This is an optimization exercise on Yosys and OpenROAD, whose aim is small area and a short achievable clock period, not a production implementation.
Only simulation tests tie the RTL to the original design; equivalence was not proved.
Power and IR drop assume default switching activity.

==> flow/design.v <==
`timescale 1ns / 1ps
module fifo(clk, rst, buf_in, buf_out, wr_en, rd_en, buf_empty, buf_full, fifo_counter);
input clk, rst, wr_en, rd_en;
input [7:0] buf_in;
output [7:0] buf_out;
output buf_full, buf_empty;
output [6:0] fifo_counter;
reg [7:0] buf_out;
reg [6:0] fifo_counter;   
reg buf_full;             
reg buf_empty;            
reg [6:0] cnt;            
reg empty_r;              
reg [511:0] store;
reg [31:0] sel_lo;        
reg [7:0] sel_hi;         
wire wr = wr_en & ~cnt[6];
wire rd = rd_en & ~empty_r;
wire rd_last = rd_en & (cnt == 7'd1);
wire rd_go = rd & ~rst;
wire rd_hold = ~rd & ~rst;
wire [7:0] sel_rd = sel_hi & {8{rd_go}};
wire [7:0] out_nx;
genvar b, j, q;
generate
  for (b = 0; b < 8; b = b + 1) begin : g_bit
    wire [7:0] grp;
    for (j = 0; j < 8; j = j + 1) begin : g_grp
      wire [7:0] d;
      for (q = 0; q < 8; q = q + 1) begin : g_ent
        assign d[q] = store[8*((8*j + q + 63) % 64) + b];
      end
      fifo_sel8 u_lo (.s(sel_lo[8*(b/2) +: 8]), .d(d), .y(grp[j]));
    end
    fifo_sel8h u_hi (.s(sel_rd), .d(grp), .h(rd_hold), .q(buf_out[b]), .y(out_nx[b]));
  end
endgenerate
always @(posedge clk)
  if (wr)
    store <= {store[503:0], buf_in};
wire [6:0] cnt_inc = cnt + 7'd1;
wire [6:0] cnt_dec = cnt - 7'd1;
wire [3:0] up, dn, keep;      
wire up_c, dn_c, keep_c;      
wire up_o, dn_o, keep_o;      
wire up_hi, dn_hi, keep_hi;   
genvar k;
generate
  for (k = 0; k < 4; k = k + 1) begin : g_ctl
    fifo_ctl u_k (.w(wr_en), .r(rd_en), .rst(rst), .full(cnt[6]), .empty(empty_r),
                  .up(up[k]), .dn(dn[k]), .keep(keep[k]));
  end
endgenerate
fifo_ctl u_ctl_c (.w(wr_en), .r(rd_en), .rst(rst), .full(cnt[6]), .empty(empty_r),
                  .up(up_c), .dn(dn_c), .keep(keep_c));
fifo_ctl u_ctl_o (.w(wr_en), .r(rd_en), .rst(rst), .full(cnt[6]), .empty(empty_r),
                  .up(up_o), .dn(dn_o), .keep(keep_o));
fifo_ctl_hi u_ctl_h (.w(wr_en), .r(rd_en), .rst(rst), .full(cnt[6]), .empty(empty_r),
                     .eu(sel_lo[7]), .ed(sel_lo[0]), .up(up_hi), .dn(dn_hi), .keep(keep_hi));
wire [6:0] cnt_nx, cnt_out_nx;
wire [31:0] lo_nx;
wire [7:0] hi_nx;
wire full_nx, empty_nx, empty_out_nx;
generate
  for (q = 0; q < 7; q = q + 1) begin : g_cnt
    fifo_upd u_c (.i(up_c), .d(dn_c), .h(keep_c), .a(cnt_inc[q]), .b(cnt_dec[q]), .c(cnt[q]),
                  .y(cnt_nx[q]));
    fifo_upd u_o (.i(up_o), .d(dn_o), .h(keep_o), .a(cnt_inc[q]), .b(cnt_dec[q]), .c(cnt[q]),
                  .y(cnt_out_nx[q]));
  end
  for (q = 0; q < 8; q = q + 1) begin : g_ring
    if (q == 0) begin : g_first
      fifo_upd_set u_h (.r(rst), .i(up_hi), .d(dn_hi), .h(keep_hi), .a(sel_hi[7]),
                        .b(sel_hi[1]), .c(sel_hi[0]), .y(hi_nx[0]));
    end else begin : g_rest
      fifo_upd u_h (.i(up_hi), .d(dn_hi), .h(keep_hi), .a(sel_hi[q-1]), .b(sel_hi[(q+1)%8]),
                    .c(sel_hi[q]), .y(hi_nx[q]));
    end
  end
  for (q = 0; q < 32; q = q + 1) begin : g_lo
    if (q % 8 == 0) begin : g_first
      fifo_upd_set u_l (.r(rst), .i(up[q/8]), .d(dn[q/8]), .h(keep[q/8]), .a(sel_lo[q+7]), .b(sel_lo[q+1]),
                        .c(sel_lo[q]), .y(lo_nx[q]));
    end else begin : g_rest
      fifo_upd u_l (.i(up[q/8]), .d(dn[q/8]), .h(keep[q/8]), .a(sel_lo[q-1]), .b(sel_lo[q-q%8+(q+1)%8]),
                    .c(sel_lo[q]), .y(lo_nx[q]));
    end
  end
endgenerate
fifo_upd u_full (.i(up_o), .d(dn_o), .h(keep_o), .a(cnt_inc[6]), .b(cnt_dec[6]), .c(cnt[6]),
                 .y(full_nx));
fifo_eupd u_e (.rst(rst), .wr(wr), .last(rd_last), .e(empty_r), .y(empty_nx));
fifo_eupd u_eo (.rst(rst), .wr(wr), .last(rd_last), .e(empty_r), .y(empty_out_nx));
always @(posedge clk) begin
  cnt <= cnt_nx;
  fifo_counter <= cnt_out_nx;
  buf_full <= full_nx;
  empty_r <= empty_nx;
  buf_empty <= empty_out_nx;
  sel_lo <= lo_nx;
  sel_hi <= hi_nx;
  buf_out <= out_nx;
end
endmodule
module fifo_sel8(s, d, y);
input [7:0] s, d;
output y;
assign y = |(s & d);
endmodule
module fifo_sel8h(s, d, h, q, y);
input [7:0] s, d;
input h, q;
output y;
assign y = |(s & d) | (h & q);
endmodule
module fifo_ctl(w, r, rst, full, empty, up, dn, keep);
input w, r, rst, full, empty;
output up, dn, keep;
wire wa = w & ~full;
wire ra = r & ~empty;
assign up = ~rst & wa & ~ra;
assign dn = ~rst & ra & ~wa;
assign keep = ~rst & ~(wa ^ ra);
endmodule
module fifo_ctl_hi(w, r, rst, full, empty, eu, ed, up, dn, keep);
input w, r, rst, full, empty, eu, ed;
output up, dn, keep;
wire wa = w & ~full;
wire ra = r & ~empty;
assign up = ~rst & wa & ~ra & eu;
assign dn = ~rst & ra & ~wa & ed;
assign keep = ~rst & ~(wa & ~ra & eu) & ~(ra & ~wa & ed);
endmodule
module fifo_upd(i, d, h, a, b, c, y);
input i, d, h, a, b, c;
output y;
assign y = (i & a) | (d & b) | (h & c);
endmodule
module fifo_upd_set(r, i, d, h, a, b, c, y);
input r, i, d, h, a, b, c;
output y;
assign y = r | (i & a) | (d & b) | (h & c);
endmodule
module fifo_eupd(rst, wr, last, e, y);
input rst, wr, last, e;
output y;
assign y = rst | (~wr & (e | last));
endmodule
==> flow/flow/run.sh <==
#!/bin/bash
# The standard ORFS layout with two changes: clock tree synthesis inserts
# no dummy loads and builds its tree from clkbuf_8 cells, and the port
# buffers are plain buf cells (buffer_ports would otherwise pick a slow
# delay cell).
# The make output goes to standard.log; ORFS keeps each step's log under orfs/logs.
set -euo pipefail
export CTS_ARGS="-sink_clustering_enable -repair_clock_nets -sink_clustering_size 16 -sink_clustering_max_diameter 50 -dont_use_dummy_load -buf_list sky130_fd_sc_hd__clkbuf_8"
export BUFFER_PORTS_ARGS="-buffer_cell sky130_fd_sc_hd__buf_2"
bash standard.sh finish > standard.log 2>&1
==> flow/standard.sh <==
#!/bin/bash
# synth_recipe.tcl (not shown) runs the flow's synth.tcl, then flattens the netlist and writes it again
# the make line also repeats each setting of config.mk as NAME=value (left out here)
make -C /OpenROAD-flow-scripts/flow DESIGN_CONFIG=/design/flow/config.mk WORK_HOME=/design/flow/orfs CLKGATE_MAP_FILE= SYNTH_SCRIPT=/design/flow/synth_recipe.tcl "${@:-finish}"
==> flow/config.mk <==
export PLATFORM = sky130hd
export DESIGN_NAME = fifo
export DESIGN_NICKNAME = fifo
export VERILOG_FILES = /design/flow/design.v
export SDC_FILE = /design/flow/constraint.sdc
export NUM_CORES = 4
export LEC_CHECK = 0
export CAP_MARGIN = 20
export CORE_MARGIN = 2
export CORE_UTILIZATION = 65
export CTS_CLUSTER_DIAMETER = 60
export CTS_CLUSTER_SIZE = 22
export SETUP_SLACK_MARGIN = 1.4
export SLEW_MARGIN = 20
export SYNTH_HIERARCHICAL = 1
==> flow/constraint.sdc <==
create_clock -name core_clock -period 3.0 [get_ports {clk}]
set_input_delay 0.6000 -clock core_clock [delete_from_list [all_inputs] [get_ports {clk}]]
set_output_delay 0.6000 -clock core_clock [all_outputs]
set_load 0.01 [all_outputs]
==> run notes <==
## per-module statistics from Yosys (local to each module, per instance)
module | cell area, µm² | flip-flops and latches | cells inside | times used
fifo_ctl | 47.5 | 0 | 7 | 6
fifo_upd | 13.8 | 0 | 2 | 50
fifo_eupd | 15.0 | 0 | 2 | 2
fifo_sel8h | 46.3 | 0 | 5 | 8
fifo | 17000 | 577 | 619 | 1
fifo_upd_set | 16.3 | 0 | 3 | 5
fifo_ctl_hi | 71.3 | 0 | 9 | 1
fifo_sel8 | 36.3 | 0 | 5 | 64
## cells in the mapped netlist (5+ instances only)
library cell	n	area share [%]
a21oi_1	6	0.14
a221oi_2	8	0.58
a222oi_1	58	2.8
a22o_1	8	0.34
a22oi_1	269	9.7
and2_1	8	0.24
dfxtp_1	65	6.2
edfxtp_1	512	74
inv_1	54	0.97
nand2_1	15	0.27
nand2b_2	6	0.25
nand3_1	11	0.26
nand4_1	64	1.9
nor2_1	15	0.27
nor2b_4	6	0.40
nor3_1	7	0.17
xnor2_1	11	0.46
xor2_1	5	0.21
## state kept, by name, indices dropped and copies added, names as in the netlist
register,flops
buf_empty,1
buf_full,1
buf_out,8
cnt,7
empty_r,1
fifo_counter,7
sel_hi,8
sel_lo,32
store,512
## worst max path at each step
stage	startpoint	endpoint	slack, ns	cells after the start
3_5_place_dp	rd_en	buf_out[2]	0.64	5
4_1_cts	buf_out[6]	buf_out[6]	1.27	1
5_1_grt	buf_out[6]	buf_out[6]	1.27	1
2_1_floorplan	wr_en	store[0]	-5.72	1
3_3_place_gp	rd_en	buf_out[2]	0.69	5
6_report	buf_out[5]	buf_out[5]	1.32	1
## power groups by stage
stage | registers [mW] | clock network, mW | logic (mW)
finish | 10.0 | 3.71 | 0.961
global route | 10.1 | 4.07 | 1.04
CTS | 10.0 | 3.82 | 0.856
detailed placement | 10.2 | 0 | 0.801
global placement | 10.2 | 0 | 0.790
floorplan | 10.1 | 0 | 0.559
## kinds of logic (layout without fill, tap and decap cells)
group / count (synthesis) / count (layout) / synth area share (%)
compound gates: 353 / 353 / 13.7
simple gates: 144 / 144 / 4.36
fa+ha+maj: 3 / 3 / 0.180
buf+inv: 56 / 195 / 1.08
flops: 577 / 577 / 80.0
xor+xnor: 16 / 16 / 0.672
## metal layers
metal / wire [µm] / share of wire (%) / vias up / global-route usage (%)
li1: - / - / 5192 / -
met1: 18900 / 42 / 6032 / 39.7
met2: 20700 / 46 / 656 / 39.1
met3: 4580 / 10 / 76 / 4.63
met4: 1020 / 2.2 / 0 / 7.30
met5: 0 / 0 / - / 0
## what timing repair did
| item | CTS | global route |
|---|---|---|
| resized for setup | 88 | 89 |
| cloned | 2 | 2 |
| setup endpoints to repair | 578 | 336 |
| pin swaps | 3 | 39 |
| buffers inserted | 3 | 46 |
## final cells by class
cell class,instances,area share [%]
timing repair buffer,94,4.25
sequential,577,72.1
tap,402,2.16
multi-input combinational,516,17.8
inverter,54,0.879
clock buffer,47,2.77
## metrics by stage
step	instance area, µm²	TNS [ns]	setup WS (ns)
final	23300	0	1.32
after detailed placement	21600	0	0.642
after global routing	23300	0	1.27
after floorplan	20900	-2938.30	-5.72
after CTS	22600	0	1.27
after global placement	21600	0	0.694
==> summary.md <==
| Metric | Value |
|---|---|
| Outcome | complete, no violations |
| Power, Total | 14.7 mW |
| Crit path kind | flop to output pin |
| Number of diodes | 0 |
| Initial Utilization | 66.1% |
| Max-slew violations | 0 |
| Crit path buf inv count | 1 |
| Antenna violations before repair | 0 |
| CP Capture Type | output pin |
| Synth warnings | 7 |
| Kind of start point of the critical path | flop |
| Final worst-path cycle share | 56.1% |
| First-pass GRT wire length | 66200 µm |
| Netlist cell types | 33 |
| Final HPWL from detailed placement | 23500 µm |
| Worst hold margin | 0.167 ns |
| Register area | 16800 µm² |
| I/O Buffers | 28 |
| Hold/Removal Path Class | input pin to flop |
| Core Region | 31600 µm² |
| Crit-path max FO | 2 |
| Clock-pin slew on the worst setup and hold paths | 0.10 ns |
| Leak Pwr | 8.01 nW |
| Maximum clock path buffer count | 3 |
| Total global routing overflow | 0 |
| TritonCTS clock tree | built |
| Mapped Area | 20800 µm² |
| Switching power | 3.37 mW |
| R2r worst-path depth | 5 |
| P_int | 11.3 mW |
| Area of the multi-input gates | 4160 µm² |
| Die area | 33500 µm² |
| Final-report hold violation count | 0 |
| Vias in the first global route | 11.4k |
| Root Buffer | clkbuf_8 |
| Clock share of power | 25.3% |
| Worst hold endpoint | store[4] |
| Max_slew headroom | 46.4% |
| Total GRT Usage | 25.9% |
| Die Y | 183 µm |
| Final nets | 1305 |
| Via density | 7.07 |
| Prevailing post-synth register cell | edfxtp_1 |
| Req. time, crit path | 2.40 ns |
| Final-report setup violation count | 0 |
| Max Clock Freq | 0.594 GHz |
| Total CTS buffers | 47 |
| # hold bufs at CTS | 0 |
| CTS Sinks | 577 |
| Post-Synthesis Cells | 1149 |
| #FFs+latches synth | 577 |
| Non-Filler Instances | 1690 |
| PwrDens | 629 nW/µm² |
| GPL Wtd Cong | 0.777 |
| Crit-path slowest cell | dfxtp_2 |
| Ys async rst share | 0% |
| Worst clock skew | 0.0525 ns |
| Initial DRC Count | 1509 |
| Reg2reg end | buf_out[6] |
| Residual DRC count | 0 |
| Commonest non-fill, non-tap cell in the layout | edfxtp_1 |
| CP Cell Sequence | buf_6 |
| Worst path max stage delay | 0.37 ns |
| Worst-Margin Slew | 0.804 ns |
| Register area share after synthesis | 80.0% |
| EDFF count, synth | 512 |
| Die Wd | 183 µm |
| Syn Nets | 1164 |
| Average routed wire per standard cell | 26.8 µm |
| Part of the power in registers | 68.2% |
| WHS Path Cells | 1 |
| Hold Crit Start | buf_in[4] |
| 1st-pass router iterations | 8 |
| Syn Area/Cell | 18.1 µm² |
| Switching share of total power | 22.9% |
| Post-layout min period | 1.68 ns |
| RSZ-0062 raised after global routing | true |
| Largest net degree at the start of global routing | 83 |
| P&R area growth vs syn | 11.9% |
| Share of cells above drive strength 1 | 20.5% |
| Placed cell count | 1590 |
| Fill cells | 1946 |
| R2r setup slk | 1.40 ns |
| Comb pwr share | 6.5% |
| Worst path top cell family by delay | flip-flops |
| Vias | 12.0k |
| Commonest non-fill, non-tap cells in the layout | edfxtp_1 (512), a22oi_1 (251), nand4_1 (64) |
| Core Rows | 65 |
| Peak VDD IR | 0.582 mV |
| CTS HTree Levels | 2 |
| IO Pins | 29 |
| Routed Antenna Nets | 0 |
| Routed WL | 45200 µm |
| Arr. time, crit path | 1.08 ns |
| Worst-Skew Late Latency | 0.61 ns |
| Core Util, Final | 74.0% |
| Number of max-cap violations | 0 |
| FF-to-FF Start | sel_lo[29] |

[re-timing with driven ports]
No port has a modelled driver above. Below, the same layout with a new extraction and two added sets of constraints. Step 1 (the two cells are an assumption about what drives the block):
set clk [get_ports {clk}]
set_driving_cell -lib_cell sky130_fd_sc_hd__clkbuf_16 $clk
set_driving_cell -lib_cell sky130_fd_sc_hd__buf_2 [delete_from_list [all_inputs] $clk]
Step 2 adds t to the input delays and takes it off the output delays; t is the mean of the earliest and latest rising clock arrival at the registers after step 1. Input paths then give back, and output paths get back, about the clock's delay inside the block. Three values: no drivers, after step 1, after step 2; two values: the first two.
shift t [ns]: 0.639
slack for setup (ns): 1.316 / 1.265 / 0.851
clock arrival spread, ns: 0.053 / 0.052
worst register clock-pin slew, ns: 0.10 / 0.10
worst data-port slew with drivers (ns): 0.04
After both steps setup and hold are still met in this run. For this run, drivers alone change the setup slack by -0.051 ns; drivers and shift together by -0.465 ns.
